This design comes from an exercise in tuning for small area on the open sky130 flow, not from production work. Only simulation tests tie the RTL to the original design; equivalence was not proved. Power is estimated from default activity; no workload was simulated.

File: flow/run.sh
#!/bin/bash
# synth_recipe.tcl (not shown) runs the flow's synth.tcl, then flattens the netlist and writes it again
# the make line also repeats each setting of config.mk as NAME=value (left out here)
make -C /OpenROAD-flow-scripts/flow DESIGN_CONFIG=/design/flow/config.mk WORK_HOME=/design/flow/orfs CLKGATE_MAP_FILE= SYNTH_SCRIPT=/design/flow/synth_recipe.tcl finish
File: flow/config.mk
export PLATFORM = sky130hd
export DESIGN_NAME = Hdlc
export DESIGN_NICKNAME = Hdlc
export VERILOG_FILES = /design/flow/design.v
export SDC_FILE = /design/flow/constraint.sdc
export NUM_CORES = 4
export LEC_CHECK = 0
export CAP_MARGIN = 20
export CORE_MARGIN = 2
export CORE_UTILIZATION = 72
export CTS_BUF_LIST = sky130_fd_sc_hd__clkbuf_16
export CTS_CLUSTER_DIAMETER = 80
export CTS_CLUSTER_SIZE = 24
export PLACE_DENSITY_LB_ADDON = 0.1
export SLEW_MARGIN = 20
File: flow/constraint.sdc
create_clock -name core_clock -period 10.0 [get_ports {Clk}]
set_input_delay 2.0000 -clock core_clock [delete_from_list [all_inputs] [get_ports {Clk}]]
set_output_delay 2.0000 -clock core_clock [all_outputs]
set_load 0.01 [all_outputs]
File: flow/design.v
module AddressIF (
  input logic        Clk,              
  input logic        Rst,              
  input logic  [2:0] Address,          
  input logic        WriteEnable,      
  input logic        ReadEnable,       
  input logic  [7:0] DataIn,           
  output logic [7:0] DataOut,          
  input logic        Rx_Overflow,      
  input logic        Rx_AbortedFrame,  
  input logic        Rx_FrameError,    
  input logic        RxReady,          
  input logic  [7:0] Rx_FrameSize,     
  input logic  [7:0] Rx_DataBuffer,    
  input logic        Tx_Done,          
  input logic        Tx_Full,          
  input logic        Tx_AbortedTrans,  
  output logic       Rx_Drop,          
  output logic       Rx_FCSen,         
  output logic       Rx_ReadBuff,      
  output logic       Tx_WrBuff,        
  output logic       Tx_Enable,        
  output logic [7:0] Tx_DataInBuff,    
  output logic       Tx_AbortFrame     
);
  logic [7:0] Rx_SC;    
  logic [7:0] Rx_Len;   
  logic [7:0] Rx_Buff;  
  logic [7:0] Tx_SC;    
  logic [7:0] Tx_Buff;  
  assign Rx_Drop       = Rx_SC[1];
  assign Rx_FCSen      = Rx_SC[5];
  assign Rx_Len        = Rx_FrameSize;
  assign Rx_Buff       = Rx_DataBuffer;
  assign Tx_Enable     = Tx_SC[1];
  assign Tx_AbortFrame = Tx_SC[2];
  assign Tx_DataInBuff = Tx_Buff;
  always_ff @(posedge Clk or negedge Rst) begin : proc_Write
    if(~Rst) begin
      Rx_SC <= '0;
      Tx_SC <= '0;
      Tx_WrBuff <= 1'b0;
    end else begin
      if(WriteEnable) begin
        case (Address)
          3'b000 : begin
            Tx_SC[1] <= DataIn[1];  
            Tx_SC[2] <= DataIn[2];  
          end
          3'b001 : begin
            Tx_WrBuff <= 1'b1;
          end
          3'b010 : begin
            Rx_SC[1] <= DataIn[1];  
            Rx_SC[5] <= DataIn[5];  
          end
        endcase
      end
      else begin
        Tx_SC[1]  <= 1'b0;
        Tx_SC[2]  <= 1'b0;
        Tx_WrBuff <= 1'b0;
        Rx_SC[1]  <= 1'b0;
      end
      Rx_SC[0]   <= RxReady;
      Rx_SC[2]   <= Rx_FrameError;
      Rx_SC[3]   <= Rx_AbortedFrame;
      Rx_SC[4]   <= Rx_Overflow;
      Rx_SC[7:6] <= '0;
      Tx_SC[0]   <= Tx_Done;
      Tx_SC[3]   <= Tx_AbortedTrans;
      Tx_SC[4]   <= Tx_Full;
      Tx_SC[7:5] <= '0;
    end
  end
  always_ff @(posedge Clk) begin : proc_TxBuff
    if(WriteEnable && (Address == 3'b001))
      Tx_Buff <= DataIn;
  end
  always_comb begin : proc_Read
    DataOut     = '0;
    Rx_ReadBuff = 1'b0;
    if(ReadEnable) begin
      case (Address)
        3'b000 : DataOut = Tx_SC;
        3'b010 : DataOut = Rx_SC;
        3'b011 : begin
          DataOut     = Rx_Buff;
          Rx_ReadBuff = 1'b1;
        end
        3'b100 : DataOut = Rx_Len;
      endcase
    end
  end
endmodule
module TxController (
  input  logic Clk,           
  input  logic Rst,           
  input  logic DataAvail,     
  input  logic AbortFrame,    
  input  logic NewByte,       
  input  logic WrBuff,        
  input  logic FCSDone,       
  output logic ValidFrame,    
  output logic RdBuff,        
  output logic WriteFCS,      
  output logic AbortedTrans,  
  output logic InitZero,      
  output logic StartFCS       
);
  enum logic [2:0] {
    IDLE,
    WAIT_FCS,
    FIRST_READ,
    START,
    RUN,
    READ,
    FCS,
    ABORT
  } ControllerState;
  logic [2:0] NewByteCounter;  
  always_ff @(posedge Clk) begin : la_NewByteCounter
    if(ControllerState == IDLE)
      NewByteCounter <= '0;
    else if((ControllerState == FCS) && !AbortFrame && NewByte)
      NewByteCounter <= NewByteCounter + 1;
  end
  always_ff @(posedge Clk or negedge Rst) begin : la_Controller
    if(~Rst) begin
      ControllerState <= IDLE;
      ValidFrame      <= 1'b0;
      RdBuff          <= 1'b0;
      WriteFCS        <= 1'b0;
      AbortedTrans    <= 1'b0;
      InitZero        <= 1'b0;
      StartFCS        <= 1'b0;
    end else begin
      case (ControllerState)
        IDLE : begin
          ValidFrame      <= 1'b0;
          WriteFCS        <= 1'b0;
          AbortedTrans    <= 1'b0;
          InitZero        <= 1'b0;
          RdBuff          <= 1'b0;
          if(DataAvail && !AbortFrame) begin
            ControllerState <= WAIT_FCS;
            StartFCS        <= 1'b1;
          end
          else begin
            ControllerState <= IDLE;
            StartFCS        <= 1'b0;
          end
        end
        WAIT_FCS : begin
          StartFCS        <= 1'b0;
          if(AbortFrame)
            ControllerState <= ABORT;
          else if(FCSDone) begin
            ControllerState <= FIRST_READ;
            RdBuff          <= 1'b1;
          end
          else
            ControllerState <= WAIT_FCS;
        end
        FIRST_READ : begin
          RdBuff          <= 1'b0;
          if(AbortFrame)
            ControllerState <= ABORT;
          else 
            ControllerState <= START;
        end
        START : begin
          if(AbortFrame)
            ControllerState <= ABORT;
          else begin
            ControllerState <= READ;
            InitZero        <= 1'b1;
          end
        end
        RUN : begin
          ValidFrame      <= 1'b1;
          RdBuff          <= 1'b0;
          if(AbortFrame) begin
            ControllerState <= ABORT;
            WriteFCS        <=  1'b0;
          end
          else if(NewByte) begin
            if(DataAvail) begin  
              ControllerState <= READ;
              WriteFCS        <= 1'b0;
            end
            else begin  
              ControllerState <=  FCS;  
              WriteFCS        <= 1'b1;
            end
          end
          else begin
            ControllerState <=  RUN;
            WriteFCS        <= 1'b0;
          end
        end
        READ : begin
          ValidFrame      <= 1'b1;
          RdBuff          <= 1'b1;
          InitZero        <= 1'b0;
          if(AbortFrame)
            ControllerState <= ABORT;
          else
            ControllerState <= RUN;
        end
        FCS : begin
          if(AbortFrame)
            ControllerState <= ABORT;
          else begin
            if(NewByte) begin
              WriteFCS        <= 1'b1;
            end
            else
              WriteFCS        <= 1'b0;
            if((NewByteCounter == 4) && NewByte) begin  
              ControllerState <= IDLE;
              ValidFrame      <= 1'b0;
            end
            else
              ControllerState <=  FCS;
          end
        end
        ABORT : begin
          ValidFrame   <= 1'b0;
          RdBuff       <= 1'b0;
          WriteFCS     <= 1'b0;
          InitZero     <= 1'b0;
          if(WrBuff) begin  
            ControllerState <= IDLE;
            AbortedTrans    <= 1'b0;
          end
          else begin
            ControllerState <= ABORT;
            AbortedTrans    <=  1'b1;
          end
        end
      endcase
    end
  end
endmodule
module TxBuff(
  input logic               Clk,           
  input logic               Rst,           
  input logic               RdBuff,        
  input logic               WrBuff,        
  input logic               Enable,        
  input logic         [7:0] DataInBuff,    
  input logic               AbortedTrans,  
  output logic              DataAvail,     
  output logic              Done,          
  output logic        [7:0] DataOutBuff,   
  output logic              Full,          
  input  logic        [7:0] FcsAddr,       
  input  logic        [2:0] FcsBitSel,     
  output logic              FcsBit,        
  output logic        [7:0] FrameSize      
);
  localparam MAX_COUNT = 8'b0111_1110;  
  enum logic [1:0] {
    IDLE  = 2'b00,
    WRITE = 2'b01,
    READ  = 2'b10
  } CurrentState, NextState;
  logic       LoadFrameSize;  
  logic       EnCount;        
  logic [7:0] Count;          
  logic       RstCount;       
  logic [7:0] Mem [0:125];
  logic [6:0] Valid;
  logic       Write;
  logic [7:0] FcsByte;
  assign Write       = WrBuff && !Full && !DataAvail;
  assign DataOutBuff = (Count < {1'b0, Valid}) ? Mem[Count[6:0]] : 8'h00;
  assign FcsByte     = (FcsAddr < {1'b0, Valid}) ? Mem[FcsAddr[6:0]] : 8'h00;
  assign FcsBit      = FcsByte[FcsBitSel];
  assign Full        = (Count == MAX_COUNT) ? 1'b1 : 1'b0;
  always_ff @(posedge Clk) begin : la_Buffer
    if(Write)
      Mem[Count[6:0]] <= DataInBuff;
  end
  always_ff @(posedge Clk or negedge Rst) begin : la_Valid
    if(~Rst) begin
      Valid <= '0;
    end else begin
      if(Write) begin
        if(Count[6:0] == Valid)
          Valid <= Valid + 1;
      end
      else if(CurrentState==IDLE)  
        Valid <= '0;
    end
  end
  always_ff @(posedge Clk or negedge Rst) begin : la_Counter
    if(~Rst) begin
      Count <= '0;
    end else begin
      if(RstCount)
        Count <= '0;
      else if(EnCount)
        Count <= Count + 1;
    end
  end
  always_ff @(posedge Clk) begin : la_FrameSize
    if(LoadFrameSize)
      FrameSize <= Count;
  end
  always_ff @(posedge Clk or negedge Rst) begin : la_FSM
    if(~Rst) begin
      CurrentState <= IDLE;
    end else begin
      CurrentState <= NextState;
    end
  end
  always_comb begin : la_ReadWrite
    case (CurrentState)
      IDLE : begin
        Done          = 1'b1;
        DataAvail     = 1'b0;
        LoadFrameSize = 1'b0;
        if(WrBuff) begin
          NextState = WRITE;
          EnCount   =  1'b1;
          RstCount  =  1'b0;
        end
        else begin
          NextState = IDLE;
          EnCount   = 1'b0;
          RstCount  = 1'b1;
        end
      end
      WRITE : begin
        if(Count == MAX_COUNT)
          EnCount = 1'b0;
        else
          EnCount = WrBuff;
        Done      = 1'b0;
        DataAvail = 1'b0;
        if(Enable) begin
          NextState     = READ;
          LoadFrameSize = 1'b1;
          RstCount      = 1'b1;
        end
        else begin
          NextState     = WRITE;
          LoadFrameSize =  1'b0;
          RstCount      =  1'b0;
        end
      end
      READ : begin
        DataAvail     = 1'b1;
        EnCount       = RdBuff;
        LoadFrameSize = 1'b0;
        if((Count == (FrameSize-1)) || AbortedTrans) begin  
          Done      = 1'b1;
          NextState = IDLE;
          RstCount  = 1'b1;
        end
        else begin
          Done      = 1'b0;
          NextState = READ;
          RstCount  = 1'b0;
        end
      end
      default : begin
        Done          = 1'b0;
        DataAvail     = 1'b0;
        LoadFrameSize = 1'b0;
        NextState     = IDLE;
        EnCount       = 1'b0;
        RstCount      = 1'b1;
      end
    endcase
  end
endmodule
module TxFCS(
  input logic               Clk,         
  input logic               Rst,         
  input logic               DataAvail,   
  input logic               ValidFrame,  
  input logic               FcsBit,      
  output logic        [7:0] FcsAddr,     
  output logic        [2:0] FcsBitSel,   
  input logic         [7:0] TxBuff,      
  input logic         [7:0] FrameSize,   
  input logic               WriteFCS,    
  input logic               StartFCS,    
  output logic        [7:0] Data,        
  output logic              FCSDone      
);
  enum logic [2:0] {
    IDLE,
    CALC_FCS,
    RUN,
    FCS1,
    FCS2
  } FCSstate;
  logic [15:0] FCS_reg;          
  logic  [7:0] FCSFrameCounter;  
  logic  [2:0] BitCounter;       
  assign FcsAddr   = FCSFrameCounter;
  assign FcsBitSel = BitCounter;
  logic LastBit;   
  assign LastBit = (BitCounter == 7) && (FCSFrameCounter == (FrameSize+1));  
  always_ff @(posedge Clk) begin : la_FCSCalc
    case (FCSstate)
      IDLE : begin
        FCS_reg         <= '0;
        FCSFrameCounter <= '0;
        BitCounter      <= '0;
      end
      CALC_FCS : begin
        FCS_reg[0]    <= FcsBit ^ FCS_reg[15];
        FCS_reg[1]    <= FCS_reg[0];
        FCS_reg[2]    <= FCS_reg[1] ^ FCS_reg[15];
        FCS_reg[14:3] <= FCS_reg[13:2];
        FCS_reg[15]   <= FCS_reg[14] ^ FCS_reg[15];
        BitCounter    <= BitCounter + 1;
        if(BitCounter == 7)
          FCSFrameCounter <= FCSFrameCounter + 1;
      end
      default : ;
    endcase
  end
  always_ff @(posedge Clk or negedge Rst) begin : la_FCS
    if(~Rst) begin
      Data            <=   '1;
      FCSstate        <= IDLE;
      FCSDone         <= 1'b0;
    end else begin
      case (FCSstate)
        IDLE : begin
          Data            <=   '1;
          FCSDone         <= 1'b0;
          if(StartFCS)
            FCSstate        <= CALC_FCS;
          else
            FCSstate        <= IDLE;
        end
        CALC_FCS : begin
          Data    <= TxBuff;
          if(LastBit) begin
            FCSstate <=  RUN;
            FCSDone  <= 1'b1;
          end
          else begin
            FCSstate <= CALC_FCS;
            FCSDone  <= 1'b0;
          end
        end
        RUN : begin
          if(DataAvail)
            Data <= TxBuff;
          else
            Data <= Data;
          if(!ValidFrame && !DataAvail)
            FCSstate <= IDLE;
          else if(WriteFCS)
            FCSstate <= FCS1;
          else
            FCSstate <= RUN;
        end
        FCS1 : begin
          if(!ValidFrame) begin
            FCSstate <= IDLE;
            Data     <= Data;
          end
          else if(WriteFCS) begin  
            FCSstate  <= FCS2;
            Data[7] <= FCS_reg[0];
            Data[6] <= FCS_reg[1];
            Data[5] <= FCS_reg[2];
            Data[4] <= FCS_reg[3];
            Data[3] <= FCS_reg[4];
            Data[2] <= FCS_reg[5];
            Data[1] <= FCS_reg[6];
            Data[0] <= FCS_reg[7];
          end
          else begin  
            FCSstate  <= FCS1;
            Data[7] <= FCS_reg[8];
            Data[6] <= FCS_reg[9];
            Data[5] <= FCS_reg[10];
            Data[4] <= FCS_reg[11];
            Data[3] <= FCS_reg[12];
            Data[2] <= FCS_reg[13];
            Data[1] <= FCS_reg[14];
            Data[0] <= FCS_reg[15];
          end
        end
        FCS2 : begin
          if(!ValidFrame) begin
            FCSstate <= IDLE;
            Data     <=   '0;
          end
          else if(WriteFCS) begin  
            FCSstate <= FCS2;
            Data     <=   '0;
          end
          else begin
            FCSstate <= FCS2;
          end
        end
        default : ;
      endcase
    end
  end
endmodule
module TxChannel(
  input logic       Clk,           
  input logic       Rst,           
  input logic       TxEN,          
  input logic       ValidFrame,    
  input logic       AbortedTrans,  
  input logic [7:0] Data,          
  input logic       InitZero,      
  output logic      Tx,            
  output logic      NewByte        
);
  logic        TxD;            
  logic [15:0] Temp_reg;       
  logic  [2:0] ZeroCounter;    
  logic  [7:0] Transmitt_reg;  
  logic        FlagState;      
  logic        OnesDetected;   
  assign OnesDetected = &Temp_reg[4:0];
  always_ff @(posedge Clk or negedge Rst) begin : la_ZeroDetect
    if(~Rst) begin
      NewByte     <= 1'b0;
      TxD         <= 1'b0;
      Temp_reg    <=   '0;
      ZeroCounter <=   '0;
    end
    else begin
      if(TxEN) begin
        TxD <= Temp_reg[0];
        if(ValidFrame) begin
          if(OnesDetected) begin  
            Temp_reg[3:0] <= Temp_reg[4:1];
            Temp_reg[4]   <= 1'b0;
            NewByte       <= 1'b0;
          end
          else begin
            if(ZeroCounter == 3'b111) begin  
              ZeroCounter <= '0;
              Temp_reg[7:0]  <= Temp_reg >> 1;
              Temp_reg[15:8] <= Data;
              NewByte        <= 1'b1;
            end
            else begin
              ZeroCounter  <= ZeroCounter + 1;
              Temp_reg     <= Temp_reg >> 1;
              Temp_reg[15] <= 1'b0;
              NewByte      <= 1'b0;
            end
          end
        end
        else begin
          if(InitZero)
            Temp_reg[7:0]  <= Temp_reg[7:0];
          else
            Temp_reg[7:0]  <= Data;
          Temp_reg[15:8] <= Data;
          NewByte        <= 1'b0;
          ZeroCounter    <=   '0;
        end
      end
    end
  end
  always_ff @(posedge Clk or negedge Rst) begin : la_FlagInsert
    if(~Rst) begin
      Tx            <= 1'b1;
      FlagState     <= 1'b0;
      Transmitt_reg <=   '1;
    end
    else begin
      case (FlagState)
        0 : begin 
          Tx <= Transmitt_reg[0];
          if(ValidFrame && !AbortedTrans) begin  
            Transmitt_reg <= 8'b0111_1110;  
            FlagState     <= 1'b1;
          end
          else begin
            Transmitt_reg[7]   <= 1'b1;
            Transmitt_reg[6:0] <= Transmitt_reg >> 1;
          end
        end
        1 : begin 
          if(AbortedTrans) begin  
            Transmitt_reg <= 8'b1111_1110;  
            FlagState     <= 1'b0;
            Tx            <= Transmitt_reg[0];
          end
          else if(!ValidFrame) begin  
            Transmitt_reg <= 8'b1011_1111;  
            FlagState     <= 1'b0;
            Tx            <= 1'b0;
          end
          else begin
            Transmitt_reg[7]   <= TxD;
            Transmitt_reg[6:0] <= Transmitt_reg >> 1;
            Tx                 <= Transmitt_reg[0];
          end
        end
      endcase
    end
  end
endmodule
module RxController(
  input logic       Clk,              
  input logic       Rst,              
  input logic       NewByte,          
  input logic       FlagDetect,       
  input logic       Overflow,         
  input logic       FCSerror,         
  input logic       Abort,            
  output logic      EoF,              
  output logic      ValidFrame,       
  output logic      AbortedFrame,     
  output logic      WriteByte,        
  output logic      StartZeroDetect,  
  output logic      FrameError,       
  output logic      StartFCS,         
  output logic      StopFCS           
);
  enum logic [1:0] {
    IDLE,
    WAIT,
    OVERFLOW
  } Controlstate;
  logic [2:0] FlagCounter;          
  logic       FrameStatus;          
  logic [7:0] FrameStatusReg;       
  logic       NonByteAlignedError;  
  assign ValidFrame = (FrameStatusReg[0] || StartZeroDetect) && FrameStatusReg[5];
  assign StopFCS    = FrameStatus && FlagDetect;
  assign StartFCS   = StartZeroDetect;
  always_ff @(posedge Clk or negedge Rst) begin : la_ValidFrame
    if(~Rst) begin
      FrameStatus     <= 1'b0;
      FrameStatusReg  <=   '0;
      FlagCounter     <=   '0;
      StartZeroDetect <= 1'b0;
      AbortedFrame    <= 1'b0;
    end else begin
      if(Abort) begin
        FrameStatus  <= 1'b0;
        FlagCounter  <=   '0;
        if(ValidFrame)
          AbortedFrame <= 1'b1;
        else
          AbortedFrame <= 1'b0;
      end
      else if(FlagDetect) begin
        if(!ValidFrame) begin
          FrameStatus  <= 1'b1;
          FlagCounter  <= FlagCounter + 1;
          AbortedFrame <= 1'b0;
        end
        else begin
          FrameStatus <= 1'b0;
          FlagCounter <= 1'b0;
        end
      end
      else if(FlagCounter == 7) begin
          StartZeroDetect <= 1'b1;
          FlagCounter     <= 1'b0;
      end
      else if(FlagCounter > 0) begin  
        FlagCounter <= FlagCounter + 1;
      end
      else
        StartZeroDetect <= 1'b0;
      FrameStatusReg[6:0] <= FrameStatusReg >> 1;
      FrameStatusReg[7]   <= FrameStatus;
    end
  end
  always_ff @(posedge Clk or negedge Rst) begin : la_Controller
    if(~Rst) begin
      WriteByte           <= 1'b0;
      Controlstate        <= IDLE;
      EoF                 <= 1'b0;
      NonByteAlignedError <= 1'b0;
    end else begin
      case (Controlstate)
        IDLE : begin
          WriteByte           <= 1'b0;
          EoF                 <= 1'b0;
          NonByteAlignedError <= 1'b0;
          if(ValidFrame)
            Controlstate <= WAIT;
          else
            Controlstate <= IDLE;
        end
        WAIT : begin
          WriteByte  <= 1'b0;
          if(ValidFrame) begin
            if(Overflow)
              Controlstate <= OVERFLOW;
            else
              Controlstate <= WAIT;
              if(NewByte)
                WriteByte    <= 1'b1;
              else if(FlagDetect && !NewByte) begin
                NonByteAlignedError <= 1'b1;
                WriteByte           <= 1'b0;
              end
              else
                WriteByte    <= 1'b0;
            end
          else begin
            EoF          <= 1'b1;
            Controlstate <= IDLE;
            WriteByte    <= 1'b0;
          end
        end
        OVERFLOW : begin
          if(ValidFrame) begin
            Controlstate <= OVERFLOW;
            if(FlagDetect && !NewByte)
              NonByteAlignedError <= 1'b1;
          end
          else begin
            Controlstate <= IDLE;
            EoF          <= 1'b1;
          end
        end
      endcase
    end
  end
  always_ff @(posedge Clk or negedge Rst) begin : la_Error
    if(~Rst) begin
      FrameError <= 1'b0;
    end else begin
      if(NonByteAlignedError || FCSerror)
        FrameError <= 1'b1;
      else if(FlagDetect)  
        FrameError <= 1'b0;
    end
  end
endmodule
module RxBuff(
  input logic        Clk,            
  input logic        Rst,            
  input logic  [7:0] DataBuff,      
  input logic        EoF,            
  input logic        WrBuff,         
  input logic        ReadBuff,       
  input logic        AbortedFrame,   
  input logic        FrameError,     
  input logic        Drop,           
  input logic        FlagDetect,     
  output logic [7:0] FrameSize,      
  output logic       RxReady,        
  output logic [7:0] RxDataBuffOut,  
  output logic       Overflow        
);
  localparam [7:0] MAX_COUNT = 8'b1000_0000;  
  logic              LoadFrameSize;  
  logic              EnCount;        
  logic              RstCount;       
  logic        [7:0] Count;          
  logic        [7:0] Mem [0:127];    
  logic        [7:0] Valid;          
  logic              Write;          
  logic              OverflowHold;   
  enum logic [1:0] {
    IDLE,
    WRITE,
    READ
  } CurrentState, NextState;
  assign Write = WrBuff && !Overflow && !Count[7];
  always_ff @(posedge Clk) begin : la_Buffer
    if(Write)
      Mem[Count[6:0]] <= DataBuff;
  end
  always_ff @(posedge Clk or negedge Rst) begin : la_Valid
    if(~Rst) begin
      Valid <= '0;
    end else begin
      if(Write && (Count == Valid))
        Valid <= Valid + 1;
    end
  end
  always_ff @(posedge Clk or negedge Rst) begin : la_BufferOut
    if(~Rst) begin
      RxDataBuffOut <= '0;
    end else begin
      if(WrBuff && !Overflow) begin
        RxDataBuffOut     <= '0;
      end
      else if(!RxReady) begin
        RxDataBuffOut <= '0;
      end
      else
        RxDataBuffOut <= (Count < Valid) ? Mem[Count[6:0]] : 8'h00;
    end
  end
  always_ff @(posedge Clk or negedge Rst) begin : la_OverflowHold
    if(~Rst) begin
      OverflowHold <= 1'b0;
    end else begin
      OverflowHold <= Overflow;
    end
  end
  always_ff @(posedge Clk or negedge Rst) begin : la_Counter
    if(~Rst) begin
      Count <= '0;
    end else begin
      if(RstCount)
        Count <= '0;
      else if(EnCount)
        Count <= Count + 1;
    end
  end
  always_ff @(posedge Clk or negedge Rst) begin : la_FrameSize
    if(~Rst) begin
      FrameSize   <= '0;
    end else begin
      if(LoadFrameSize)
        FrameSize <= Count - 2;
    end
  end
  always_ff @(posedge Clk or negedge Rst) begin : la_FSM
    if(~Rst) begin
      CurrentState <= IDLE;
    end else begin
      CurrentState <= NextState;
    end
  end
  always_comb begin : la_ReadWrite
    RxReady       = 1'b0;
    LoadFrameSize = 1'b0;
    Overflow      = OverflowHold;
    NextState     = IDLE;
    EnCount       = 1'b0;
    RstCount      = 1'b1;
    case (CurrentState)
      IDLE : begin
        RxReady       = 1'b0;
        LoadFrameSize = 1'b0;
        Overflow      = 1'b0;
        if(WrBuff) begin
          NextState = WRITE;
          EnCount   =  1'b1;
          RstCount  =  1'b0;
        end
        else begin
          NextState = IDLE;
          EnCount   = 1'b0;
          RstCount  = 1'b1;
        end
      end
      WRITE : begin
        if(Count == MAX_COUNT) begin
          if(WrBuff)
            Overflow = 1'b1;
          EnCount = 1'b0;
        end
        else begin
          Overflow = 1'b0;
          EnCount  = WrBuff;
        end
        if(FrameError) begin
          RxReady   = 1'b0;
          NextState = IDLE;
          RstCount  = 1'b1;
        end
        else if((EoF)) begin
          RxReady       = 1'b1;
          NextState     = READ;
          LoadFrameSize = 1'b1;
          RstCount      = 1'b1;
        end
        else begin
          RxReady       = 1'b0;
          NextState     = WRITE;
          LoadFrameSize = 1'b0;
          RstCount      = 1'b0;
        end
      end
      READ : begin
        EnCount       = ReadBuff;
        LoadFrameSize = 1'b0;
        if((Count == FrameSize) || Drop || FrameError || AbortedFrame) begin
          Overflow  = 1'b0;
          RxReady   = 1'b0;
          NextState = IDLE;
          RstCount  = 1'b1;
        end
        else begin
          RxReady = 1'b1;
          if(FlagDetect) begin  
            NextState = WRITE;
            Overflow  =  1'b0;
            RxReady   =  1'b0;
            RstCount  =  1'b1;
          end
          else begin
            NextState = READ;
            RstCount  = 1'b0;
          end
        end
      end
    endcase
  end
endmodule
module RxFCS(
  input logic       Clk,       
  input logic       Rst,       
  input logic       Rx,        
  input logic       StartFCS,  
  input logic       StopFCS,   
  input logic       FCSen,     
  output logic      FCSerr     
);
  enum logic {
    IDLE,
    RUN
  } FCSState;
  logic [15:0] FCS_reg;     
  logic  [4:0] ZeroRemove;  
  always_ff @(posedge Clk or negedge Rst) begin : la_FCS
    if(~Rst) begin
      FCS_reg    <=   '0;
      FCSState   <= IDLE;
      ZeroRemove <=   '0;
      FCSerr     <= 1'b0;
    end else begin
      case (FCSState)
        IDLE : begin
          if(StartFCS) begin
            FCSState        <= RUN;
            FCS_reg[0]      <= Rx;
            ZeroRemove[4]   <= Rx;
            ZeroRemove[3:0] <= ZeroRemove[4:1];
          end
          else begin
            FCS_reg    <= '0;
            FCSState   <= IDLE;
            ZeroRemove <= '0;
          end
          FCSerr     <= 1'b0;
        end
        RUN : begin
          if(StopFCS) begin
            FCSState <= IDLE;
            FCSerr   <= FCSen && (|FCS_reg);
          end
          else begin
            FCSerr     <= 1'b0;
            FCSState <= RUN;
            ZeroRemove[4]   <= Rx;
            ZeroRemove[3:0] <= ZeroRemove[4:1];
            if(&ZeroRemove) begin  
              FCS_reg <= FCS_reg;
            end
            else begin
              FCS_reg[0]    <= Rx ^ FCS_reg[15];
              FCS_reg[1]    <= FCS_reg[0];
              FCS_reg[2]    <= FCS_reg[1] ^ FCS_reg[15];
              FCS_reg[14:3] <= FCS_reg[13:2];
              FCS_reg[15]   <= FCS_reg[14] ^ FCS_reg[15];
            end
          end
        end
      endcase
    end
  end
endmodule
module RxChannel (
  input logic        Clk,              
  input logic        Rst,              
  input logic        RxEN,             
  input logic        Rx,               
  input logic        ValidFrame,       
  input logic        StartZeroDetect,  
  output logic       FlagDetect,       
  output logic [7:0] RxData,           
  output logic       Abort,            
  output logic       NewByte,          
  output logic       RxD               
);
  logic       ZeroDetect;    
  logic [7:0] TempRegister;  
  logic [2:0] BitCounter;    
  logic [5:0] CheckReg;      
  logic [7:0] ShiftReg;      
  assign ZeroDetect = !RxD && &CheckReg[5:1];
  always_ff @(posedge Clk or negedge Rst) begin : la_ZeroDetect
    if(~Rst) begin
      BitCounter   <=   '0;
      NewByte      <= 1'b0;
      CheckReg     <=   '0;
    end else begin
      if(ValidFrame) begin
        if(!StartZeroDetect) begin
          CheckReg[4:0] <= CheckReg >> 1;
          CheckReg[5]   <= RxD;
        end
        else begin
          CheckReg[4:0] <=  '0;
          CheckReg[5]   <= RxD;
          BitCounter    <=  '0;
        end
        if(ZeroDetect) begin
          NewByte <= 1'b0;
        end
        else begin
          if(BitCounter == 7) begin
            BitCounter  <=   '0;
            NewByte     <= 1'b1;
          end
          else begin
            BitCounter <= BitCounter + 1;
            NewByte    <= 1'b0;
          end
        end
      end
      else begin
        NewByte    <= 1'b0;
        BitCounter <= 1'b0;
      end
    end
  end
  always_ff @(posedge Clk) begin : la_Data
    if(ValidFrame) begin
      TempRegister[BitCounter] <= RxD;
      if(NewByte)
        RxData <= TempRegister;
    end
  end
  always_ff @(posedge Clk or negedge Rst) begin : la_FlagDetect
    if(~Rst) begin
      FlagDetect <= 1'b0;
      Abort      <= 1'b0;
      RxD        <= 1'b0;
      ShiftReg   <=   '0;
    end else begin
      FlagDetect    <= !ShiftReg[0] && &ShiftReg[6:1] && !ShiftReg[7];
      Abort         <= !ShiftReg[0] && &ShiftReg[7:1];
      ShiftReg[6:0] <= ShiftReg >> 1;
      ShiftReg[7]   <= Rx;
      RxD           <= ShiftReg[0];
    end
  end
endmodule
module Hdlc (
  input logic        Clk,  
  input logic        Rst,  
  input logic  [2:0] Address,      
  input logic        WriteEnable,  
  input logic        ReadEnable,   
  input logic  [7:0] DataIn,       
  output logic [7:0] DataOut,      
  output logic       Tx,       
  input logic        TxEN,     
  output logic       Tx_Done,  
  input logic        Rx,       
  input logic        RxEN,     
  output logic       Rx_Ready  
);
  logic Tx_ValidFrame;    
  logic Tx_AbortedTrans;  
  logic Tx_WriteFCS;      
  logic Tx_InitZero;      
  logic Tx_StartFCS;      
  logic Tx_RdBuff;        
  logic Tx_NewByte;  
  logic       Tx_FCSDone;  
  logic [7:0] Tx_Data;     
  logic              Tx_Full;         
  logic              Tx_DataAvail;    
  logic        [7:0] Tx_FrameSize;    
  logic        [7:0] Tx_FcsAddr;      
  logic        [2:0] Tx_FcsBitSel;    
  logic              Tx_FcsBit;       
  logic        [7:0] Tx_DataOutBuff;  
  logic       Tx_WrBuff;      
  logic       Tx_Enable;      
  logic [7:0] Tx_DataInBuff;  
  logic       Tx_AbortFrame;  
  logic Rx_ValidFrame;       
  logic Rx_WrBuff;           
  logic Rx_EoF;              
  logic Rx_AbortSignal;      
  logic Rx_StartZeroDetect;  
  logic Rx_FrameError;       
  logic Rx_StartFCS;         
  logic Rx_StopFCS;          
  logic [7:0] Rx_Data;         
  logic       Rx_NewByte;      
  logic       Rx_FlagDetect;   
  logic       Rx_AbortDetect;  
  logic       RxD;             
  logic Rx_FCSerr;  
  logic [7:0] Rx_FrameSize;    
  logic       Rx_Overflow;     
  logic [7:0] Rx_DataBuffOut;  
  logic Rx_FCSen;   
  logic Rx_RdBuff;  
  logic Rx_Drop;    
  AddressIF u_AddressIF(
    .Clk(             Clk             ),
    .Rst(             Rst             ),
    .Address(         Address         ),
    .WriteEnable(     WriteEnable     ),
    .ReadEnable(      ReadEnable      ),
    .DataIn(          DataIn          ),
    .DataOut(         DataOut         ),
    .Rx_Overflow(     Rx_Overflow     ),
    .Rx_AbortedFrame( Rx_AbortSignal  ),
    .Rx_FrameError(   Rx_FrameError   ),
    .RxReady(         Rx_Ready        ),
    .Rx_FrameSize(    Rx_FrameSize    ),
    .Rx_DataBuffer(   Rx_DataBuffOut  ),
    .Tx_Done(         Tx_Done         ),
    .Tx_Full(         Tx_Full         ),
    .Tx_AbortedTrans( Tx_AbortedTrans ),
    .Rx_Drop(         Rx_Drop         ),
    .Rx_ReadBuff(     Rx_RdBuff       ),
    .Rx_FCSen(        Rx_FCSen        ),
    .Tx_WrBuff(       Tx_WrBuff       ),
    .Tx_Enable(       Tx_Enable       ),
    .Tx_DataInBuff(   Tx_DataInBuff   ),
    .Tx_AbortFrame(   Tx_AbortFrame   )
  );
  TxController u_TxController(
    .Clk(          Clk             ),
    .Rst(          Rst             ),
    .DataAvail(    Tx_DataAvail    ),
    .AbortFrame(   Tx_AbortFrame   ),
    .NewByte(      Tx_NewByte      ),
    .WrBuff(       Tx_WrBuff       ),
    .FCSDone(      Tx_FCSDone      ),
    .ValidFrame(   Tx_ValidFrame   ),
    .RdBuff(       Tx_RdBuff       ),
    .WriteFCS(     Tx_WriteFCS     ),
    .AbortedTrans( Tx_AbortedTrans ),
    .InitZero(     Tx_InitZero     ),
    .StartFCS(     Tx_StartFCS     )
  );
  TxBuff u_TxBuff(
    .Clk(          Clk             ),
    .Rst(          Rst             ),
    .RdBuff(       Tx_RdBuff       ),
    .WrBuff(       Tx_WrBuff       ),
    .Enable(       Tx_Enable       ),
    .DataInBuff(   Tx_DataInBuff   ),
    .AbortedTrans( Tx_AbortedTrans ),
    .DataOutBuff(  Tx_DataOutBuff  ),
    .DataAvail(    Tx_DataAvail    ),
    .Done(         Tx_Done         ),
    .Full(         Tx_Full         ),
    .FcsAddr(      Tx_FcsAddr      ),
    .FcsBitSel(    Tx_FcsBitSel    ),
    .FcsBit(       Tx_FcsBit       ),
    .FrameSize(    Tx_FrameSize    )
  );
  TxFCS u_TxFCS(
    .Clk(         Clk            ),
    .Rst(         Rst            ),
    .ValidFrame(  Tx_ValidFrame  ),
    .DataAvail(   Tx_DataAvail   ),
    .FcsBit(      Tx_FcsBit      ),
    .FcsAddr(     Tx_FcsAddr     ),
    .FcsBitSel(   Tx_FcsBitSel   ),
    .TxBuff(      Tx_DataOutBuff ),
    .WriteFCS(    Tx_WriteFCS    ),
    .FrameSize(   Tx_FrameSize   ),
    .StartFCS(    Tx_StartFCS    ),
    .Data(        Tx_Data        ),
    .FCSDone(     Tx_FCSDone     )
  );
  TxChannel u_TxChannel(
    .Clk(          Clk             ),
    .Rst(          Rst             ),
    .TxEN(         TxEN            ),
    .ValidFrame(   Tx_ValidFrame   ),
    .AbortedTrans( Tx_AbortedTrans ),
    .Data(         Tx_Data         ),
    .InitZero(     Tx_InitZero     ),
    .Tx(           Tx              ),
    .NewByte(      Tx_NewByte      )
  );
  RxController u_RxController(
    .Clk(             Clk                ),
    .Rst(             Rst                ),
    .NewByte(         Rx_NewByte         ),
    .FlagDetect(      Rx_FlagDetect      ),
    .Overflow(        Rx_Overflow        ),
    .FCSerror(        Rx_FCSerr          ),
    .Abort(           Rx_AbortDetect     ),
    .AbortedFrame(    Rx_AbortSignal     ),
    .EoF(             Rx_EoF             ),
    .ValidFrame(      Rx_ValidFrame      ),
    .WriteByte(       Rx_WrBuff          ),
    .StartZeroDetect( Rx_StartZeroDetect ),
    .FrameError(      Rx_FrameError      ),
    .StartFCS(        Rx_StartFCS        ),
    .StopFCS(         Rx_StopFCS         )
  );
  RxBuff u_RxBuff(
    .Clk(           Clk             ),
    .Rst(           Rst             ),
    .DataBuff(      Rx_Data         ),
    .EoF(           Rx_EoF          ),
    .WrBuff(        Rx_WrBuff       ),
    .Drop(          Rx_Drop         ),
    .FlagDetect(    Rx_FlagDetect   ),
    .AbortedFrame(  Rx_AbortSignal  ),
    .FrameError(    Rx_FrameError   ),
    .ReadBuff(      Rx_RdBuff       ),
    .Overflow(      Rx_Overflow     ),
    .RxReady(       Rx_Ready        ),
    .FrameSize(     Rx_FrameSize    ),
    .RxDataBuffOut( Rx_DataBuffOut  )
  );
  RxFCS u_RxFCS(
    .Clk(        Clk           ),
    .Rst(        Rst           ),
    .Rx(         RxD           ),
    .StartFCS(   Rx_StartFCS   ),
    .StopFCS(    Rx_StopFCS    ),
    .FCSen(      Rx_FCSen      ),
    .FCSerr(     Rx_FCSerr     )
  );
  RxChannel u_RxChannel(
    .Clk(              Clk                ),
    .Rst(              Rst                ),
    .RxEN(             RxEN               ),
    .Rx(               Rx                 ),
    .ValidFrame(       Rx_ValidFrame      ),
    .StartZeroDetect(  Rx_StartZeroDetect ),
    .RxD(              RxD                ),
    .FlagDetect(       Rx_FlagDetect      ),
    .RxData(           Rx_Data            ),
    .Abort(            Rx_AbortDetect     ),
    .NewByte(          Rx_NewByte         )
  );
endmodule
==> results_dict.tcl, run 1 <==
set metrics [dict create \
    critPathMaxStageDelay_ns 0.80 \
    core_um2 135000 \
    cts_tree "done" \
    startpoint_type "primary input" \
    clk_pin_slew_ns 0.09 \
    largest_register_ffs 1024 \
    final_max_slew_viol_count 0 \
    finalNonFillerCells 7364 \
    syn_area_per_cell_um2 17.5 \
    rows 135 \
    pwr-share-clk_pct 25.2 \
    finalSetupTns_ns 0 \
    initial_core_util_pct 72.5 \
    synth_fp_nets 5698 \
    routabilityCongestion 0.991 \
    combPwrFrac_pct 20.5 \
    critPathTopFamily "buffers and inverters" \
    die-width_um 373 \
    rsz0062_at_grt "no" \
    grt_pass1_vias 56800 \
    cts_setup_buffers 0 \
    p_leak_nw 30.9 \
    async_flop_share_pct 7.81 \
    synth_cells 5622 \
    synthFlopType "edfxtp_1" \
    tightest_slew_ns 1.30 \
    area_growth_pct 4.96 \
    grt_pass1_wl_um 404000 \
    ys_seq_elements 2279 \
    postRouteAntennaNets 0 \
    cts_htree_levels 3 \
    post-route-drc-count 0 \
    hold_viol 0 \
    drt-pass1-iter-count 7 \
    hold_path.class "register to register" \
    slew_headroom_pct 12.9 \
    synthDistinctLibCells 90 \
    crit_chain "clkdlybuf4s50_1, nor2_1, nand3_1, o21ai_0, and2_1, clkdlybuf4s50_1" \
    top_layer "met5" \
    antenna_found_initial 12 \
    internal_power_w 0.0142 \
    dieArea_um2 139000 \
    fin_crit_ns 6.28 \
    finish.utilization_pct 76.1 \
    timing.rr.start "u_TxBuff.Count[0]" \
    crit_slowest_cell "clkdlybuf4s50_1" \
    totalWireLength_um 283000 \
    numCtsBuffers 109 \
    numClockSinks 2279 \
    p_seq_share_pct 54.3 \
    final.setup_skew_ns 0.0414 \
    ios 29 \
    die_y_um 373 \
    critPathRequiredTime_ns 8.00 \
    wl_met2_um 132000 \
    wire_per_inst_um 38.4 \
    syn-cell-area_um2 98200 \
    p_switching_w 0.00582 \
    synth_edf_count 2091 \
    drive_gt1_share_pct 17.0 \
    cp_data_arrival_time_ns 4.28 \
    ir_drop_mv 0.190 \
    drt_iter0_drc 10600 \
    max_freq_mhz 159 \
    crit_type "primary input to primary output" \
    setup_viol 0 \
    post_cts_resized 0 \
    critPathLaunch "Address[1]" \
    vias 58800 \
    grt_max_degree 117 \
    via_per_inst 7.99 \
    hpwl_um 172000 \
    ys_warn_count 9 \
    fin_nets 5598 \
    drv_cap 0 \
    wl_met1_um 91800 \
    cts-root-buf "clkbuf_16" \
    powerDensity_nw_per_um2 194 \
    fin_crit_sh_pct 62.8 \
    cts_hold_buf 0 \
    dp.cells 7189 \
    wl_met3_um 37100 \
    clock_latency_ns 0.78 \
    sw_frac_of_total_pct 29.1 \
    outcome "timing/DRC/antenna clean" \
    worst-path-buf-inv 2 \
    grt_remaining_overflow 0 \
    hp-start "u_RxController.FrameStatusReg[2]" \
    clock_path_buffers 3 \
    portBuffers 27 \
    worstPathMaxFanout 18 \
    path_common_cell "clkdlybuf4s50_1" \
    grt_usage_pct 40.7 \
    end_kind "primary output" \
    ys_seq_area_share_pct 68.7 \
]
-- logic make-up after synthesis --
| group | Yosys count | synth area share, % |
|---|---|---|
| AO/OA/AOI/OAI | 965 | 7.11 |
| AND/OR/NAND/NOR | 1013 | 4.78 |
| XOR/XNOR | 72 | 0.642 |
| buffers and inverters | 449 | 2.44 |
| flip-flops | 2279 | 68.7 |
| multiplexers | 786 | 15.6 |
| adder cells (fa/ha/maj) | 58 | 0.739 |
-- area by class of cell --
class                      count  area [µm²]
sequential                  2279       67500
fill                        7354       32400
multi-input combinational   2894       28500
clock buffer                 113        2830
tap                         1781        2230
timing repair buffer         171        1450
clock inverter                53         337
inverter                      67         251
antenna                        6        15.0
-- synth_stat cells, types with 66 or more instances --
library cell / count / share of area, %
dfrtp_1: 161 / 4.1
nand3_1: 96 / 0.49
mux4_2: 529 / 12
mux2i_1: 145 / 1.5
a21oi_1: 81 / 0.41
nand2_1: 202 / 0.77
a22oi_1: 317 / 2.4
buf_2: 100 / 0.51
o21ai_0: 138 / 0.70
clkbuf_1: 164 / 0.63
nor2_1: 431 / 1.6
edfxtp_1: 2091 / 64
a22o_1: 83 / 0.74
a221oi_1: 95 / 0.85
mux2_2: 66 / 0.76
-- through the flow --
stage / hold WS (ns) / total power, W / instance area, µm² / setup slack (ns)
after floorplan: 0.331 / 0.0137 / 98200 / 4.93
after global placement: 0.335 / 0.0149 / 99800 / 3.83
after detailed placement: 0.336 / 0.0149 / 99800 / 3.78
after CTS: 0.357 / 0.0198 / 103000 / 3.78
after global routing: 0.369 / 0.0204 / 103000 / 3.55
final: 0.354 / 0.0200 / 103000 / 3.72
-- cell usage in the layout (no fill, tap or decap), types with 83 or more instances in the layout --
| cell type | Yosys | routed |
|---|---|---|
| clkbuf_16 | 0 | 113 |
| mux2i_1 | 145 | 145 |
| o21ai_0 | 138 | 136 |
| inv_1 | 62 | 91 |
| a22o_1 | 83 | 83 |
| a221oi_1 | 95 | 95 |
| a22oi_1 | 317 | 317 |
| mux4_2 | 529 | 529 |
| nor2_1 | 431 | 425 |
| edfxtp_1 | 2091 | 2091 |
| buf_4 | 15 | 136 |
| nand2_1 | 202 | 199 |
| dfrtp_1 | 161 | 151 |
| nand3_1 | 96 | 96 |
-- final timing paths --
check / endpoint / slack, ns / cells past startpoint
setup / recovery: DataOut[2] / 3.72 / 6
max in group asynchronous: u_RxBuff.Count[0] / 7.18 / 2
min in group asynchronous: u_TxController.ControllerState[0] / 1.30 / 1
setup reg to reg: u_TxFCS.Data[4] / 4.36 / 11
hold / removal: u_RxController.FrameStatusReg[1] / 0.35 / 0
hold reg to reg: u_RxController.FrameStatusReg[1] / 0.35 / 0
-- power by group through the flow --
| stage | clock network [W] | logic, W | registers [W] |
|---|---|---|---|
| after floorplan | 0 | 0.00289 | 0.0109 |
| after global placement | 0 | 0.00384 | 0.0110 |
| after detailed placement | 0 | 0.00390 | 0.0110 |
| after CTS | 0.00500 | 0.00391 | 0.0108 |
| after global routing | 0.00528 | 0.00419 | 0.0109 |
| final | 0.00503 | 0.00410 | 0.0109 |
-- layer usage --
| layer | track usage [%] | vias up |
|---|---|---|
| li1 | - | 22800 |
| met3 | 9.87 | 1179 |
| met1 | 53.3 | 29400 |
| met4 | 24.9 | 20 |
| met2 | 62.8 | 5391 |
| met5 | 0 | - |
==> inputs of run 2 (changes only) <==
--- a/flow/config.mk
+++ b/flow/config.mk
@@ -9,6 +9,6 @@
 export CORE_MARGIN = 2
-export CORE_UTILIZATION = 72
+export CORE_UTILIZATION = 65
 export CTS_BUF_LIST = sky130_fd_sc_hd__clkbuf_16
-export CTS_CLUSTER_DIAMETER = 80
-export CTS_CLUSTER_SIZE = 24
+export CTS_CLUSTER_DIAMETER = 70
+export CTS_CLUSTER_SIZE = 16
 export PLACE_DENSITY_LB_ADDON = 0.1
==> results_dict.tcl, run 2 <==
set metrics [dict create \
    syn_area_per_cell_um2 17.5 \
    hold_viol 0 \
    yosys.area.top_type "edfxtp_1" \
    clock_latency_ns 0.81 \
    initial_core_util_pct 65.5 \
    cts_hold_buf 0 \
    ys_seq_elements 2279 \
    drt-pass1-iter-count 12 \
    clk_pin_slew_ns 0.07 \
    core_um2 150000 \
    synthDistinctLibCells 90 \
    dieArea_um2 154000 \
    post-place-ws_ns 3.77 \
    largest_register_ffs 1024 \
    fin_nets 5644 \
    grt_pass1_wl_um 392000 \
    grt_remaining_overflow 0 \
    drv_cap 0 \
    routabilityCongestion 1.03 \
    synth_fp_nets 5698 \
    cp_data_arrival_time_ns 4.32 \
    postRouteAntennaNets 0 \
    slew_headroom_pct 11.9 \
    outcome "timing/DRC/antenna clean" \
    dp.cells 7412 \
    fin_crit_sh_pct 63.2 \
    worstPathMaxFanout 18 \
    crit_type "primary input to primary output" \
    cts_htree_levels 4 \
    die_y_um 393 \
    powerDensity_nw_per_um2 202 \
    async_flop_share_pct 7.81 \
    rsz0062_at_grt "no" \
    setup_viol 0 \
    post_synth_main_area_contributors "edfxtp_1 64%, mux4_2 12%, dfrtp_1 4.1%" \
    drive_gt1_share_pct 17.7 \
    ir_drop_mv 0.184 \
    synth_top_area_share_pct 63.9 \
    grt_usage_pct 35.8 \
    startpoint_type "primary input" \
    max_freq_mhz 158 \
    crit_chain "clkdlybuf4s50_1, nor2_1, nand3_1, o21ai_0, and2_1, clkdlybuf4s50_1" \
    ys_top_cells_by_count "2091 x edfxtp_1, 529 x mux4_2, 431 x nor2_1" \
    crit_slowest_cell "clkdlybuf4s50_1" \
    numCtsBuffers 164 \
    synthFlopType "edfxtp_1" \
    syn-cell-area_um2 98200 \
    drt_iter0_drc 8586 \
    fin_crit_ns 6.32 \
    cts_setup_buffers 0 \
    post_cts_resized 0 \
    setup_ws_ns 3.68 \
    wire_per_inst_um 35.9 \
    clock_path_buffers 3 \
    tightest_slew_ns 1.32 \
    finalSetupTns_ns 0 \
    hold_slack_ns 0.351 \
    p_leak_nw 31.6 \
    hpwl_um 166000 \
    antenna_found_initial 14 \
    ys_warn_count 9 \
    cts_tree "done" \
    vias 57200 \
    synth_edf_count 2091 \
    finalNonFillerCells 7641 \
    totalWireLength_um 274000 \
    end_kind "primary output" \
    synthMostInstantiatedCell "edfxtp_1" \
    final.setup_skew_ns 0.0215 \
    ios 29 \
    grt_pass1_vias 55200 \
    final_cell_mix "2091 x edfxtp_1, 529 x mux4_2, 426 x nor2_1" \
    synth_cells 5622 \
    numClockSinks 2279 \
    post-route-drc-count 0 \
    total_power_w 0.0212 \
    grt_max_degree 134 \
    final_common_cell "edfxtp_1" \
    hold_path.class "register to register" \
    cts-root-buf "clkbuf_16" \
    final_max_slew_viol_count 0 \
    die-width_um 393 \
    area_growth_pct 6.72 \
    ys_seq_area_share_pct 68.7 \
    critPathRequiredTime_ns 8.00 \
    via_per_inst 7.49 \
    path_common_cell "clkdlybuf4s50_1" \
    critPathMaxStageDelay_ns 0.82 \
    portBuffers 27 \
    rows 142 \
]
## run 2: kinds of logic (layout without fill, tap and decap cells)
logic type	Yosys count	after routing	share of synthesized area, %
other cells	0	8	0
flops	2279	2279	68.7
simple gates	1013	1013	4.78
buf+inv	449	444	2.44
compound gates	965	965	7.11
xor+xnor	72	72	0.642
fa+ha+maj	58	58	0.739
mux	786	786	15.6
## run 2: path summary, 6_finish.rpt
check	from	to	slack, ns	depth (start not counted)
setup / recovery	Address[1]	DataOut[2]	3.68	6
hold / removal	u_RxController.FrameStatusReg[3]	u_RxController.FrameStatusReg[2]	0.35	0
setup reg to reg	register	u_TxFCS.FCS_reg[0]	4.39	11
hold reg to reg	u_RxController.FrameStatusReg[3]	u_RxController.FrameStatusReg[2]	0.35	0
max in group asynchronous	Rst	u_RxBuff.Count[2]	7.15	2
min in group asynchronous	Rst	u_TxController.ValidFrame	1.29	1
## run 2: metal layers
metal / vias to the layer above / wire length, µm / global-route usage (%) / part of all wire [%]
li1: 22900 / - / - / -
met5: - / 88 / 0 / 0.032
met1: 29000 / 95500 / 47.7 / 35
met3: 1009 / 31500 / 8.58 / 11
met2: 4273 / 126000 / 53.9 / 46
met4: 14 / 20900 / 22.5 / 7.6
## run 2: cell type report
class	instances	area [µm²]
Antenna cell	8	20.0
Sequential cell	2279	67500
Multi-Input combinational cell	2894	28500
Tap cell	2016	2520
Clock inverter	50	405
Timing Repair Buffer	162	1500
Inverter	67	251
Fill cell	9392	45100
Clock buffer	165	4130
## run 2: metrics by stage
step / utilization [%] / instance area [µm²]
after floorplan: - / 98200
after global placement: 66.8 / 100000
after detailed placement: 66.8 / 100000
after CTS: 69.8 / 105000
after global routing: 69.9 / 105000
final: 69.9 / 105000
## run 2: worst max-delay path, delay by kind of cell
| kind | cells | cell delay, ns |
|---|---|---|
| and+or+nand+nor | 3 | 0.84 |
| buffers and inverters | 2 | 1.36 |
| AOI/OAI and AO/OA | 1 | 0.11 |
## run 2: where the power goes
group          switching, W  internal, W  total [W]  leakage, nW
clock network       0.00320      0.00298    0.00618         2.29
logic               0.00252      0.00158    0.00410         8.85
registers          0.000354       0.0105     0.0109         20.4
==> inputs of run 3 (changes only) <==
--- a/flow/config.mk
+++ b/flow/config.mk
@@ -11,4 +11,4 @@
 export CTS_BUF_LIST = sky130_fd_sc_hd__clkbuf_16
-export CTS_CLUSTER_DIAMETER = 70
-export CTS_CLUSTER_SIZE = 16
+export CTS_CLUSTER_DIAMETER = 90
+export CTS_CLUSTER_SIZE = 28
 export PLACE_DENSITY_LB_ADDON = 0.1
==> results_dict.tcl, run 3 <==
set metrics [dict create \
    final_cell_mix "2091 x edfxtp_1, 529 x mux4_2, 425 x nor2_1" \
    post_cts_resized 0 \
    vias 56800 \
    core_um2 150000 \
    grt_pass1_vias 54300 \
    cts_setup_buffers 0 \
    fin_crit_ns 6.31 \
    syn_area_per_cell_um2 17.5 \
    worstPathMaxFanout 18 \
    end_kind "primary output" \
    grt_pass1_wl_um 386000 \
    startpoint_type "primary input" \
    path_common_cell "clkdlybuf4s50_1" \
    crit_slowest_cell "clkdlybuf4s50_1" \
    async_flop_share_pct 7.81 \
    synthDistinctLibCells 90 \
    final_common_cell "edfxtp_1" \
    ys_top_cells_by_count "2091 x edfxtp_1, 529 x mux4_2, 431 x nor2_1" \
    drt_iter0_drc 9168 \
    antenna_found_initial 13 \
    totalWireLength_um 269000 \
    synth_cells 5622 \
    final_max_slew_viol_count 0 \
    fin_area_um2 103000 \
    cts_tree "done" \
    powerDensity_nw_per_um2 190 \
    die_y_um 393 \
    die-width_um 393 \
    max_freq_mhz 158 \
    numClockSinks 2279 \
    wire_per_inst_um 35.6 \
    synth_top_area_share_pct 63.9 \
    top_layer "met5" \
    dieArea_um2 154000 \
    wl_met3_um 29700 \
    largest_register_ffs 1024 \
    ios 29 \
    tightest_slew_ns 1.36 \
    synth_edf_count 2091 \
    hold_viol 0 \
    cts_htree_levels 3 \
    cts-root-buf "clkbuf_16" \
    wl_met2_um 124000 \
    drt-pass1-iter-count 7 \
    grt_max_degree 134 \
    cp_data_arrival_time_ns 4.31 \
    routabilityCongestion 1.03 \
    slew_headroom_pct 9.52 \
    hold_slack_ns 0.358 \
    postRouteAntennaNets 0 \
    fin_nets 5573 \
    fin_crit_sh_pct 63.1 \
    clock_path_buffers 3 \
    ys_warn_count 9 \
    finalSetupTns_ns 0 \
    n_fill_cell 9597 \
    critPathMaxStageDelay_ns 0.81 \
    via_per_inst 7.50 \
    clk_pin_slew_ns 0.11 \
    hpwl_um 166000 \
    synth_fp_nets 5698 \
    outcome "timing/DRC/antenna clean" \
    drv_cap 0 \
    yosys.area.top_type "edfxtp_1" \
    area_growth_pct 4.84 \
    p_leak_nw 30.7 \
    synthMostInstantiatedCell "edfxtp_1" \
    multi_input_area_um2 28500 \
    grt_remaining_overflow 0 \
    critPathRequiredTime_ns 8.00 \
    portBuffers 27 \
    ir_drop_mv 0.179 \
    drive_gt1_share_pct 16.5 \
    syn-cell-area_um2 98200 \
    ys_seq_elements 2279 \
    ys_seq_area_share_pct 68.7 \
    numCtsBuffers 94 \
    rsz0062_at_grt "no" \
    setup_viol 0 \
    clock_latency_ns 0.79 \
    initial_core_util_pct 65.5 \
    post_synth_main_area_contributors "edfxtp_1 64%, mux4_2 12%, dfrtp_1 4.1%" \
    dpl_cell_area_um2 100000 \
    hold_path.class "register to register" \
    wl_met1_um 94200 \
    synthFlopType "edfxtp_1" \
    crit_type "primary input to primary output" \
    cts_hold_buf 0 \
    crit_chain "clkdlybuf4s50_1, nor2_1, nand3_1, o21ai_0, and2_1, clkdlybuf4s50_1" \
    regArea_um2 67500 \
    post-route-drc-count 0 \
    grt_usage_pct 35.2 \
    rows 142 \
    final.setup_skew_ns 0.0310 \
]
[run 3: final cells by class]
| class | count | share of cell area, % |
|---|---|---|
| diodes | 11 | 0.0267 |
| well taps | 2016 | 2.45 |
| flip-flops and latches | 2279 | 65.6 |
| repair buffers | 161 | 1.44 |
| inverters | 67 | 0.244 |
| multi-input cells | 2894 | 27.7 |
| clock inverters | 39 | 0.284 |
| clock buffers | 96 | 2.33 |
[run 3: kinds of logic (layout without fill, tap and decap cells)]
kind of cell / count (synthesis) / count (layout) / synth area share [%]
buffers and inverters: 449 / 363 / 2.44
and+or+nand+nor: 1013 / 1013 / 4.78
AOI/OAI and AO/OA: 965 / 965 / 7.11
other: 0 / 11 / 0
xor gates and xnor gates: 72 / 72 / 0.642
DFF: 2279 / 2279 / 68.7
adders and majority gates: 58 / 58 / 0.739
muxes: 786 / 786 / 15.6
[run 3: final timing paths]
kind | startpoint | end | slack (ns) | cells past startpoint
max | Address[1] | DataOut[0] | 3.69 | 6
min | u_RxController.FrameStatusReg[3] | u_RxController.FrameStatusReg[2] | 0.36 | 0
max reg2reg | register | u_TxFCS.FCS_reg[0] | 4.67 | 11
min reg2reg | u_RxController.FrameStatusReg[3] | u_RxController.FrameStatusReg[2] | 0.36 | 0
max in group asynchronous | Rst | u_RxBuff.Count[0] | 7.12 | 2
min in group asynchronous | Rst | u_TxController.ControllerState[1] | 1.33 | 1
[run 3: layer usage]
metal	global-route usage [%]	vias to the layer above
met2	53.3	4182
met3	7.72	993
met5	0.0638	-
li1	-	22700
met4	21.8	12
met1	47.1	28800
[run 3: power by group]
group | switching, W | total [W] | internal, W
Sequential | 0.000354 | 0.0109 | 0.0105
Clock | 0.00286 | 0.00465 | 0.00178
Combinational | 0.00251 | 0.00409 | 0.00158
Total | 0.00573 | 0.0196 | 0.0139
[run 3: through the flow]
step / setup WS (ns) / utilization [%] / power, W / std cells
after floorplan: 4.93 / - / 0.0137 / 5622
after global placement: 3.79 / 66.8 / 0.0149 / 7412
after detailed placement: 3.77 / 66.8 / 0.0150 / 7412
after CTS: 3.77 / 68.6 / 0.0194 / 7547
after global routing: 3.48 / 68.7 / 0.0201 / 7553
final: 3.69 / 68.7 / 0.0196 / 7563
[run 3: critical path, delay by kind of cell]
kind                   cells  cell delay (ns)
and+or+nand+nor            3             0.85
AOI/OAI and AO/OA          1             0.12
buffers and inverters      2             1.34
==> inputs of run 4 (changes only) <==
--- a/flow/config.mk
+++ b/flow/config.mk
@@ -9,3 +9,3 @@
 export CORE_MARGIN = 2
-export CORE_UTILIZATION = 65
+export CORE_UTILIZATION = 72
 export CTS_BUF_LIST = sky130_fd_sc_hd__clkbuf_16
==> results_dict.tcl, run 4 <==
set metrics [dict create \
    dpl_cell_area_um2 99800 \
    tightest_slew_ns 1.34 \
    fin_nets 5581 \
    final_cell_mix "2091 x edfxtp_1, 529 x mux4_2, 425 x nor2_1" \
    postRouteAntennaNets 0 \
    die_y_um 373 \
    fin_area_um2 102000 \
    worstPathMaxFanout 18 \
    worst-path-buf-inv 2 \
    ys_seq_elements 2279 \
    finish.utilization_pct 75.6 \
    p_leak_nw 30.6 \
    numClockSinks 2279 \
    area_growth_pct 4.34 \
    synth_edf_count 2091 \
    ir_drop_mv 0.178 \
    post-route-drc-count 0 \
    powerDensity_nw_per_um2 190 \
    grt_remaining_overflow 0 \
    grt_usage_pct 40.9 \
    hold_path.class "register to register" \
    core_um2 135000 \
    async_flop_share_pct 7.81 \
    post_synth_main_area_contributors "edfxtp_1 64%, mux4_2 12%, dfrtp_1 4.1%" \
    ys_warn_count 9 \
    combPwrFrac_pct 21.0 \
    hold_slack_ns 0.359 \
    fin_crit_sh_pct 62.9 \
    reg2reg_depth 11 \
    final_common_cell "edfxtp_1" \
    drive_gt1_share_pct 16.5 \
    grt_pass1_vias 56700 \
    dp.cells 7189 \
    vias 58500 \
    p_switching_w 0.00569 \
    ys_seq_area_share_pct 68.7 \
    slew_headroom_pct 10.5 \
    portBuffers 27 \
    antenna_found_initial 11 \
    cp_data_arrival_time_ns 4.29 \
    ys_top_cells_by_count "2091 x edfxtp_1, 529 x mux4_2, 431 x nor2_1" \
    initial_core_util_pct 72.5 \
    synthDistinctLibCells 90 \
    worstHoldPathCells 0 \
    synth_top_area_share_pct 63.9 \
    critPathLaunch "Address[1]" \
    r2r-end "u_TxFCS.Data[6]" \
    critPathMaxStageDelay_ns 0.80 \
    cts_hold_buf 0 \
    startpoint_type "primary input" \
    end_kind "primary output" \
    ff2ff_setup_slack_ns 4.35 \
    ios 29 \
    die-width_um 373 \
    outcome "timing/DRC/antenna clean" \
    crit_type "primary input to primary output" \
    clock_latency_ns 0.79 \
    syn-cell-area_um2 98200 \
    yosys.area.top_type "edfxtp_1" \
    critPathTopFamily "buffers and inverters" \
    routabilityCongestion 0.991 \
    timing.rr.start "u_TxBuff.Count[0]" \
    finalSetupTns_ns 0 \
    grt_max_degree 117 \
    clk_pin_slew_ns 0.11 \
    sw_frac_of_total_pct 29.2 \
    p_seq_share_pct 55.6 \
    largest_register_ffs 1024 \
    max_freq_mhz 159 \
    rows 135 \
    crit_chain "clkdlybuf4s50_1, nor2_1, nand3_1, o21ai_0, and2_1, clkdlybuf4s50_1" \
    hold_viol 0 \
    rsz0062_at_grt "no" \
    cts_tree "done" \
    setup_viol 0 \
    numCtsBuffers 91 \
    path_common_cell "clkdlybuf4s50_1" \
    final_max_slew_viol_count 0 \
    finalNonFillerCells 7323 \
    cts-root-buf "clkbuf_16" \
    crit_slowest_cell "clkdlybuf4s50_1" \
    drv_cap 0 \
    dieArea_um2 139000 \
    via_per_inst 7.98 \
    grt_pass1_wl_um 406000 \
    internal_power_w 0.0138 \
    fin_crit_ns 6.29 \
    cts_setup_buffers 0 \
    hp-start "u_RxController.FrameStatusReg[2]" \
    synth_fp_nets 5698 \
    syn_area_per_cell_um2 17.5 \
    synthMostInstantiatedCell "edfxtp_1" \
    totalWireLength_um 284000 \
    critPathRequiredTime_ns 8.00 \
    pwr-share-clk_pct 23.3 \
    hpwl_um 172000 \
    drt-pass1-iter-count 7 \
    final.setup_skew_ns 0.0409 \
    drt_iter0_drc 11000 \
    synth_cells 5622 \
    wire_per_inst_um 38.8 \
    post_cts_resized 0 \
    synthFlopType "edfxtp_1" \
    cts_htree_levels 3 \
    clock_path_buffers 3 \
    worstHoldEndpoint "u_RxController.FrameStatusReg[1]" \
]
[run 4: changes by cell type in the layout (fill, tap and decap cells not counted), moves of 2 or more]
cell,before,now
buf_12,12,6
buf_4,118,136
clkbuf_16,96,93
clkinv_8,5,1
diode_2,11,4
inv_1,84,86
inv_12,3,0
inv_16,1,3
inv_4,2,0
inv_6,4,1
[run 4: worst reg2reg max path, delay by kind of cell (launching register included)]
family	cells	cell delay (ns)
compound gates	7	2.38
simple gates	2	1.25
buf+inv	2	1.10
flops	1	0.85
[run 4: cell families (layout without fill, tap and decap cells)]
logic type,after synthesis,in the layout,share of synthesized area [%]
adder cells (fa/ha/maj),58,58,0.739
XOR/XNOR,72,72,0.642
other,0,4,0
AO/OA/AOI/OAI,965,965,7.11
buffers and inverters,449,365,2.44
flip-flops,2279,2279,68.7
AND/OR/NAND/NOR,1013,1013,4.78
multiplexers,786,786,15.6
[run 4: power by group through the flow]
stage | registers, W | clock network, W | logic [W]
4_1_cts | 0.0108 | 0.00453 | 0.00391
6_report | 0.0108 | 0.00455 | 0.00410
2_1_floorplan | 0.0109 | 0 | 0.00289
5_1_grt | 0.0109 | 0.00479 | 0.00419
3_5_place_dp | 0.0110 | 0 | 0.00390
3_3_place_gp | 0.0110 | 0 | 0.00384
[run 4: final cells by class]
class / instances / area [µm²]
repair buffers: 172 / 1470
flip-flops and latches: 2279 / 67500
inverters: 67 / 251
well taps: 1781 / 2230
fillers: 7410 / 33000
clock inverters: 33 / 230
clock buffers: 93 / 2330
diodes: 4 / 10.0
multi-input cells: 2894 / 28500
[run 4: layer usage]
| metal | track usage (%) | vias to the layer above | wire length (µm) |
|---|---|---|---|
| met5 | 0 | - | 119 |
| met1 | 53.3 | 29200 | 90800 |
| met3 | 9.92 | 1177 | 37200 |
| li1 | - | 22700 | - |
| met2 | 62.9 | 5317 | 132000 |
| met4 | 26.8 | 16 | 23600 |
[run 4: how the worst max path moves through the flow]
stage	slack, ns	cells past startpoint	end
after global placement	3.83	6	DataOut[2]
after detailed placement	3.78	6	DataOut[2]
after floorplan	4.93	5	DataOut[5]
after global routing	3.54	6	DataOut[2]
after CTS	3.78	6	DataOut[2]
final	3.71	6	DataOut[2]
[run 4: through the flow]
| step | worst slack [ns] | total power (W) |
|---|---|---|
| floorplan | 4.93 | 0.0137 |
| global placement | 3.83 | 0.0149 |
| detailed placement | 3.78 | 0.0149 |
| CTS | 3.78 | 0.0193 |
| global route | 3.54 | 0.0199 |
| finish | 3.71 | 0.0195 |

-- separate check: timing with driven ports --
How much do the figures lean on ideal ports? The routed layouts below were timed once more, with nothing changed but the port constraints.
Step 1 (the two cells are an assumption about what drives the block):
set clk [get_ports {Clk}]
set_driving_cell -lib_cell sky130_fd_sc_hd__clkbuf_16 $clk
set_driving_cell -lib_cell sky130_fd_sc_hd__buf_2 [delete_from_list [all_inputs] $clk]
Step 2 adds t to the input delays and takes it off the output delays; t is the mean of the earliest and latest rising clock arrival at the registers after step 1. Input paths then give back, and output paths get back, about the clock's delay inside the block.
Slacks: ideal ports / drivers / drivers and shift; pairs: ideal ports / drivers.
| run | t, ns | setup slack, ns | clock arrival spread, ns |
|---|---|---|---|
| run 1 | 0.846 | 3.719 / 3.696 / 3.696 | 0.048 / 0.048 |
| run 2 | 0.888 | 3.675 / 3.651 / 3.651 | 0.028 / 0.028 |
| run 3 | 0.845 | 3.691 / 3.667 / 3.667 | 0.047 / 0.048 |
| run 4 | 0.861 | 3.710 / 3.687 / 3.687 | 0.049 / 0.049 |
After both steps every run listed still meets setup and hold.
